Background: an optimization exercise with open tools, aiming at small area, a short achievable clock period and few clock cycles per item. Do not read the settings as production practice.
No activity file was given, so power comes from the tool's default toggle rates.

05-18:
==> flow/design.v <==
`timescale 10ns / 100ps
module divider_row #
(
    parameter   integer K = 1
)(
    input   [K-1:0] x,
    input   [K-1:0] bl,
    input           hz,
    output          q,
    output  [K-1:0] d,
    output  [K-1:0] r
);
    localparam integer L = 7;                    
    wire    [K-1:0] gi = x & ~bl;                
    wire    [K-1:0] ti = x | ~bl;                
    wire    [K-1:0] gg [0:L];
    wire    [K-1:0] pp [0:L];
    assign gg[0] = {gi[K-1:1], 1'b1};
    assign pp[0] = {ti[(K > 1 ? K-2 : 0):0], 1'b0};
    genvar l, j;
    generate for (l = 0; l < L; l = l + 1) begin : lvl
        for (j = 0; j < K; j = j + 1) begin : bt
            localparam integer s  = (l < 4) ? l : 6 - l;
            localparam integer ok = (l < 4) ? ((j + 1) % (2 << s) == 0)
                                            : ((j + 1) % (2 << s) == (1 << s) && j >= (2 << s));
            if (ok) begin : comb
                localparam integer m = j - (1 << s);
                assign gg[l+1][j] = gg[l][j] | (pp[l][j] & gg[l][m]);
                assign pp[l+1][j] = pp[l][j] & pp[l][m];
            end else begin : pass
                assign gg[l+1][j] = gg[l][j];
                assign pp[l+1][j] = pp[l][j];
            end
        end
    end
    endgenerate
    wire    [K:0]   c  = {ti & gg[L], 1'b1};
    wire    [K-1:0] u  = ~(bl ^ c[K-1:0]);
    assign q = hz & c[K];
    assign d = x ^ u;
    assign r = x ^ ({K{q}} & u);
endmodule
module divider #
(
    parameter   [16:0] REGMASK  = (17'b1_1111_1110_1010_1000),
    parameter   [16:0] SPECMASK = (17'b0_0000_0010_1010_0000)
)(
    input           i_rstn          ,
    input           i_sclk          ,
    input           i_input_valid   ,
    input   [15:0]  i_dividend      ,
    input   [15:0]  i_divisor       ,
    output          o_output_valid  ,
    output  [15:0]  o_quotient      ,
    output  [15:0]  o_remainder
);
    wire    [15:0]  w_rem [0:16];
    wire    [15:0]  w_aq  [0:16];    
    wire    [15:0]  w_dvs [0:16];
    wire    [16:0]  w_vld;
    wire    [15:0]  s_rem [0:16];
    wire    [15:0]  s_aq  [0:16];
    wire    [15:0]  s_dvs [0:16];
    wire    [16:0]  s_vld;
    wire    [15:0]  w_x   [0:16];    
    wire    [15:0]  w_d   [0:16];    
    assign w_rem[0] = 16'd0;
    assign w_aq[0]  = i_dividend;
    assign w_dvs[0] = i_divisor;
    assign w_vld[0] = i_input_valid;
    assign w_x[0]   = 16'd0;
    assign w_d[0]   = 16'd0;
    genvar k;
    generate for (k = 0; k <= 16; k = k + 1) begin : stage
        if (k >= 1) begin : row
            wire            a  = s_aq[k-1][15];
            wire    [k-1:0] x  = (k == 1) ? a : {s_rem[k-1][k-2 >= 0 ? k-2 : 0:0], a};
            wire    [k-1:0] bl = s_dvs[k-1][k-1:0];
            wire            hz = (k == 16) ? 1'b1 : ~|(s_dvs[k-1] >> k);
            wire            q;
            wire    [k-1:0] d;
            wire    [k-1:0] r;
            if (SPECMASK[k] && k >= 2) begin : spec
                wire            qp = s_aq[k-1][0];
                wire    [k-2:0] xp = w_x[k-1][k-2:0];
                wire    [k-2:0] dp = w_d[k-1][k-2:0];
                wire            q0, q1;
                wire    [k-1:0] d0, d1, r0, r1;
                divider_row #(.K(k)) u0 (.x({xp, a}), .bl(bl), .hz(hz), .q(q0), .d(d0), .r(r0));
                divider_row #(.K(k)) u1 (.x({dp, a}), .bl(bl), .hz(hz), .q(q1), .d(d1), .r(r1));
                assign q = qp ? q1 : q0;
                assign d = qp ? d1 : d0;
                assign r = qp ? r1 : r0;
            end else begin : plain
                divider_row #(.K(k)) u (.x(x), .bl(bl), .hz(hz), .q(q), .d(d), .r(r));
            end
            assign w_x[k]   = {{(16-k){1'b0}}, x};
            assign w_d[k]   = {{(16-k){1'b0}}, d};
            assign w_rem[k] = {{(16-k){1'b0}}, r};
            assign w_aq[k]  = {s_aq[k-1][14:0], q};
            assign w_dvs[k] = s_dvs[k-1];
            assign w_vld[k] = s_vld[k-1];
        end
        if (REGMASK[k]) begin : pipe
            reg         r_vld;
            reg [15:0]  r_aq;
            always @(posedge i_sclk or negedge i_rstn)
                if (!i_rstn) r_vld <= 1'b0;
                else         r_vld <= w_vld[k];
            always @(posedge i_sclk)
                r_aq <= w_aq[k];
            assign s_vld[k] = r_vld;
            assign s_aq[k]  = r_aq;
            if (k >= 1) begin : rem
                reg [k-1:0] r_rem;
                always @(posedge i_sclk)
                    r_rem <= w_rem[k][k-1:0];
                assign s_rem[k] = {{(16-k){1'b0}}, r_rem};
            end else begin : norem
                assign s_rem[k] = 16'd0;
            end
            if (k < 16) begin : dvs
                reg [15:0] r_dvs;
                always @(posedge i_sclk)
                    r_dvs <= w_dvs[k];
                assign s_dvs[k] = r_dvs;
            end else begin : nodvs
                assign s_dvs[k] = 16'd0;
            end
        end else begin : thru
            assign s_vld[k] = w_vld[k];
            assign s_aq[k]  = w_aq[k];
            assign s_rem[k] = w_rem[k];
            assign s_dvs[k] = w_dvs[k];
        end
    end
    endgenerate
    assign o_output_valid = s_vld[16];
    assign o_quotient     = s_aq[16];
    assign o_remainder    = s_rem[16];
endmodule
export LEC_CHECK = 0
export ABC_AREA = 1
export CAP_MARGIN = 20
export CORE_MARGIN = 2
export CORE_UTILIZATION = 45
export CTS_CLUSTER_DIAMETER = 80
export CTS_CLUSTER_SIZE = 30
export PLACE_DENSITY = 0.6
export SETUP_SLACK_MARGIN = 3.3
export SLEW_MARGIN = 20
create_clock -name core_clock -period 5.5 [get_ports {i_sclk}]
standard.sh (not shown) runs the stock make flow with config.mk's settings and CLKGATE_MAP_FILE= SYNTH_SCRIPT=/design/flow/synth_recipe.tcl, a recipe that flattens the netlist after the stock synthesis.
==> flow/flow/run.sh <==
#!/bin/bash
# Standard synthesis, unchanged; then the standard layout with port buffers
# that the resizer may resize (no footprint matching).
set -e
bash standard.sh synth > synth.log 2>&1
bash standard.sh MATCH_CELL_FOOTPRINT=0 "BUFFER_PORTS_ARGS=-buffer_cell sky130_fd_sc_hd__buf_4" finish > layout.log 2>&1
diff inputs: 05-18 => 08-11
--- a/flow/design.v
+++ b/flow/design.v
@@ -41,10 +41,10 @@
     assign r = x ^ ({K{q}} & u);
 endmodule
 module divider #
 (
-    parameter   [16:0] REGMASK  = (17'b1_1111_1110_1010_1000),
-    parameter   [16:0] SPECMASK = (17'b0_0000_0010_1010_0000)
+    parameter   [16:0] REGMASK  = (17'b1_1111_1111_1010_1000),
+    parameter   [16:0] SPECMASK = (17'b0_0000_0000_1010_0000)
 )(
     input           i_rstn          ,
     input           i_sclk          ,
     input           i_input_valid   ,
==> notes.md <==
08-11 finished every step from synthesis to the final layout, and the layout passed the timing, DRC and antenna checks. Taking 05-18 as the reference, in 08-11 core utilization now smaller; clock share of power now smaller; final area now larger. In the tables for 05-18 and 08-11, average wire length per cell after detail routing reads lower with 08-11. According to the power report, total power for 08-11 is higher than for 05-18. Measured against 08-11, the sum of routed wire length over all layers of 05-18 comes out at 1.06 times the reference value.
No run of this note included a check of the RTL's function; only the layout flow was run.

---

Another version of the RTL of divider (not shown whole).
Size: about 1,800 cells after synthesis, roughly 500 flip-flops, roughly 68 I/O pins, about 17,000 um^2 of cells after synthesis.
==> module divider, before the edit <==
module divider #
(
    parameter   [16:0] REGMASK = (17'b1_1111_1111_1010_1000)
)(
    input           i_rstn          ,
    input           i_sclk          ,
    input           i_input_valid   ,
    input   [15:0]  i_dividend      ,
    input   [15:0]  i_divisor       ,
    output          o_output_valid  ,
    output  [15:0]  o_quotient      ,
    output  [15:0]  o_remainder
);
    wire    [15:0]  w_rem [0:16];
    wire    [15:0]  w_aq  [0:16];    
    wire    [15:0]  w_dvs [0:16];
    wire    [16:0]  w_vld;
    wire    [15:0]  s_rem [0:16];
    wire    [15:0]  s_aq  [0:16];
    wire    [15:0]  s_dvs [0:16];
    wire    [16:0]  s_vld;
    assign w_rem[0] = 16'd0;
    assign w_aq[0]  = i_dividend;
    assign w_dvs[0] = i_divisor;
    assign w_vld[0] = i_input_valid;
    genvar k;
    generate for (k = 0; k <= 16; k = k + 1) begin : stage
        if (k >= 1) begin : row
            wire    [k-1:0] x  = (k == 1) ? s_aq[k-1][15] : {s_rem[k-1][k-2 >= 0 ? k-2 : 0:0], s_aq[k-1][15]};
            wire    [k-1:0] bl = s_dvs[k-1][k-1:0];
            localparam integer L = 7;                  
            wire    [k-1:0] gi = x & ~bl;            
            wire    [k-1:0] ti = x | ~bl;            
            wire    [k-1:0] gg [0:L];
            wire    [k-1:0] pp [0:L];
            assign gg[0] = {gi[k-1:1], 1'b1};
            assign pp[0] = {ti[(k > 1 ? k-2 : 0):0], 1'b0};
            genvar l, j;
            for (l = 0; l < L; l = l + 1) begin : lvl
                for (j = 0; j < k; j = j + 1) begin : bt
                    localparam integer s  = (l < 4) ? l : 6 - l;
                    localparam integer ok = (l < 4) ? ((j + 1) % (2 << s) == 0)
                                                    : ((j + 1) % (2 << s) == (1 << s) && j >= (2 << s));
                    if (ok) begin : comb
                        localparam integer m = j - (1 << s);
                        assign gg[l+1][j] = gg[l][j] | (pp[l][j] & gg[l][m]);
                        assign pp[l+1][j] = pp[l][j] & pp[l][m];
                    end else begin : pass
                        assign gg[l+1][j] = gg[l][j];
                        assign pp[l+1][j] = pp[l][j];
                    end
                end
            end
            wire    [k:0]   c  = {ti & gg[L], 1'b1};
            wire            hz = (k == 16) ? 1'b1 : ~|(s_dvs[k-1] >> k);
            wire            q  = hz & c[k];
            wire    [k-1:0] r  = x ^ ({k{q}} & ~(bl ^ c[k-1:0]));
            assign w_rem[k] = {{(16-k){1'b0}}, r};
            assign w_aq[k]  = {s_aq[k-1][14:0], q};
            assign w_dvs[k] = s_dvs[k-1];
            assign w_vld[k] = s_vld[k-1];
        end
        if (REGMASK[k]) begin : pipe
            reg         r_vld;
            reg [15:0]  r_aq;
            always @(posedge i_sclk or negedge i_rstn)
                if (!i_rstn) r_vld <= 1'b0;
                else         r_vld <= w_vld[k];
            always @(posedge i_sclk)
                r_aq <= w_aq[k];
            assign s_vld[k] = r_vld;
            assign s_aq[k]  = r_aq;
            if (k >= 1) begin : rem
                reg [k-1:0] r_rem;
                always @(posedge i_sclk)
                    r_rem <= w_rem[k][k-1:0];
                assign s_rem[k] = {{(16-k){1'b0}}, r_rem};
            end else begin : norem
                assign s_rem[k] = 16'd0;
            end
            if (k < 16) begin : dvs
                reg [15:0] r_dvs;
                always @(posedge i_sclk)
                    r_dvs <= w_dvs[k];
                assign s_dvs[k] = r_dvs;
            end else begin : nodvs
                assign s_dvs[k] = 16'd0;
            end
        end else begin : thru
            assign s_vld[k] = w_vld[k];
            assign s_aq[k]  = w_aq[k];
            assign s_rem[k] = w_rem[k];
            assign s_dvs[k] = w_dvs[k];
        end
    end
    endgenerate
    assign o_output_valid = s_vld[16];
    assign o_quotient     = s_aq[16];
    assign o_remainder    = s_rem[16];
endmodule
clock: 5.5 ns
lec_check: 0
abc_area: 1
cap_margin: 20
core_margin: 2
core_utilization: 45
cts_cluster_diameter: 80
cts_cluster_size: 30
place_density: 0.6
setup_slack_margin: 3.3
slew_margin: 20
Scripts as last shown in full above: flow/flow/run.sh
Change:
--- a/flow/design.v
+++ b/flow/design.v
@@ -1,8 +1,10 @@
 `timescale 10ns / 100ps
 module divider #
 (
-    parameter   [16:0] REGMASK = (17'b1_1111_1111_1010_1000)
+    parameter   [16:0] REGMASK = (17'b1_1111_1111_1010_1000),
+    parameter   [16:0] FASTMASK = (17'b0_0000_0000_1111_0000),
+    parameter   [16:0] HZMASK = (17'b0_0000_0000_1111_0000)
 )(
     input           i_rstn          ,
     input           i_sclk          ,
     input           i_input_valid   ,
@@ -19,8 +21,9 @@
     wire    [15:0]  s_rem [0:16];
     wire    [15:0]  s_aq  [0:16];
     wire    [15:0]  s_dvs [0:16];
     wire    [16:0]  s_vld;
+    wire    [16:0]  hzf;             
     assign w_rem[0] = 16'd0;
     assign w_aq[0]  = i_dividend;
     assign w_dvs[0] = i_divisor;
     assign w_vld[0] = i_input_valid;
@@ -39,12 +42,13 @@
             genvar l, j;
             for (l = 0; l < L; l = l + 1) begin : lvl
                 for (j = 0; j < k; j = j + 1) begin : bt
                     localparam integer s  = (l < 4) ? l : 6 - l;
-                    localparam integer ok = (l < 4) ? ((j + 1) % (2 << s) == 0)
-                                                    : ((j + 1) % (2 << s) == (1 << s) && j >= (2 << s));
+                    localparam integer ok = FASTMASK[k] ? (l < 4 && ((j >> l) & 1))
+                                          : (l < 4) ? ((j + 1) % (2 << s) == 0)
+                                          : ((j + 1) % (2 << s) == (1 << s) && j >= (2 << s));
                     if (ok) begin : comb
-                        localparam integer m = j - (1 << s);
+                        localparam integer m = FASTMASK[k] ? ((j >> l) << l) - 1 : j - (1 << s);
                         assign gg[l+1][j] = gg[l][j] | (pp[l][j] & gg[l][m]);
                         assign pp[l+1][j] = pp[l][j] & pp[l][m];
                     end else begin : pass
                         assign gg[l+1][j] = gg[l][j];
@@ -52,9 +56,9 @@
                     end
                 end
             end
             wire    [k:0]   c  = {ti & gg[L], 1'b1};
-            wire            hz = (k == 16) ? 1'b1 : ~|(s_dvs[k-1] >> k);
+            wire            hz = (k == 16) ? 1'b1 : HZMASK[k] ? hzf[k] : ~|(s_dvs[k-1] >> k);
             wire            q  = hz & c[k];
             wire    [k-1:0] r  = x ^ ({k{q}} & ~(bl ^ c[k-1:0]));
             assign w_rem[k] = {{(16-k){1'b0}}, r};
             assign w_aq[k]  = {s_aq[k-1][14:0], q};
@@ -78,8 +82,17 @@
                 assign s_rem[k] = {{(16-k){1'b0}}, r_rem};
             end else begin : norem
                 assign s_rem[k] = 16'd0;
             end
+            genvar h;
+            for (h = k + 1; h < 16; h = h + 1) begin : hzreg
+                if (HZMASK[h] && ((REGMASK >> (k + 1)) & ((17'd1 << (h - k - 1)) - 17'd1)) == 17'd0) begin : r
+                    reg r_hz;
+                    always @(posedge i_sclk)
+                        r_hz <= ~|(w_dvs[k] >> h);
+                    assign hzf[h] = r_hz;
+                end
+            end
             if (k < 16) begin : dvs
                 reg [15:0] r_dvs;
                 always @(posedge i_sclk)
                     r_dvs <= w_dvs[k];
Outcome:
- non-clock buffer count goes down by 5
- via count climbs by about 3.6%
- area after synthesis rises by 0.59%
- worst hold slack gets better by 0.0082 ns
- cell count goes up by 2.4%
- critical path depth falls by 1
- total power is about the same
- routed wire length rose by about 9%
- clock power hardly moves
- clock-buffer cell count grows by 3
- flip-flop and latch count goes up by 4
- cell area is higher by 0.56%
No run of this note included a check of the RTL's function; only the layout flow was run.

==> static timing again, ports no longer ideal <==
How much do the figures lean on ideal ports? The routed layouts below were timed once more, with nothing changed but the port constraints. Step 1, drivers: a clkbuf_16 drives i_sclk and a buf_2 each remaining input, both assumed. Step 2 times the ports against the registers' clock, not the clock port: input delays grow and output delays shrink by t, the midpoint of the rising clock arrivals with the driver on. a / b / c = no drivers / after step 1 / after step 2; a / b = the first two.
run	t, ns	setup slack, ns	worst setup path at the end
05-18	0.607	2.829 / 2.829 / 2.829	register to register
08-11	0.607	2.935 / 2.935 / 2.935	register to register
the first run of note 2	0.597	3.240 / 3.240 / 2.669	input to register
the second run of note 2	0.603	3.295 / 3.286 / 2.752	input to register
After both steps every run listed still meets setup and hold. The setup slack of the first run of note 2, which loses most, moves by 0.000 ns with the drivers and by -0.571 ns with both steps.
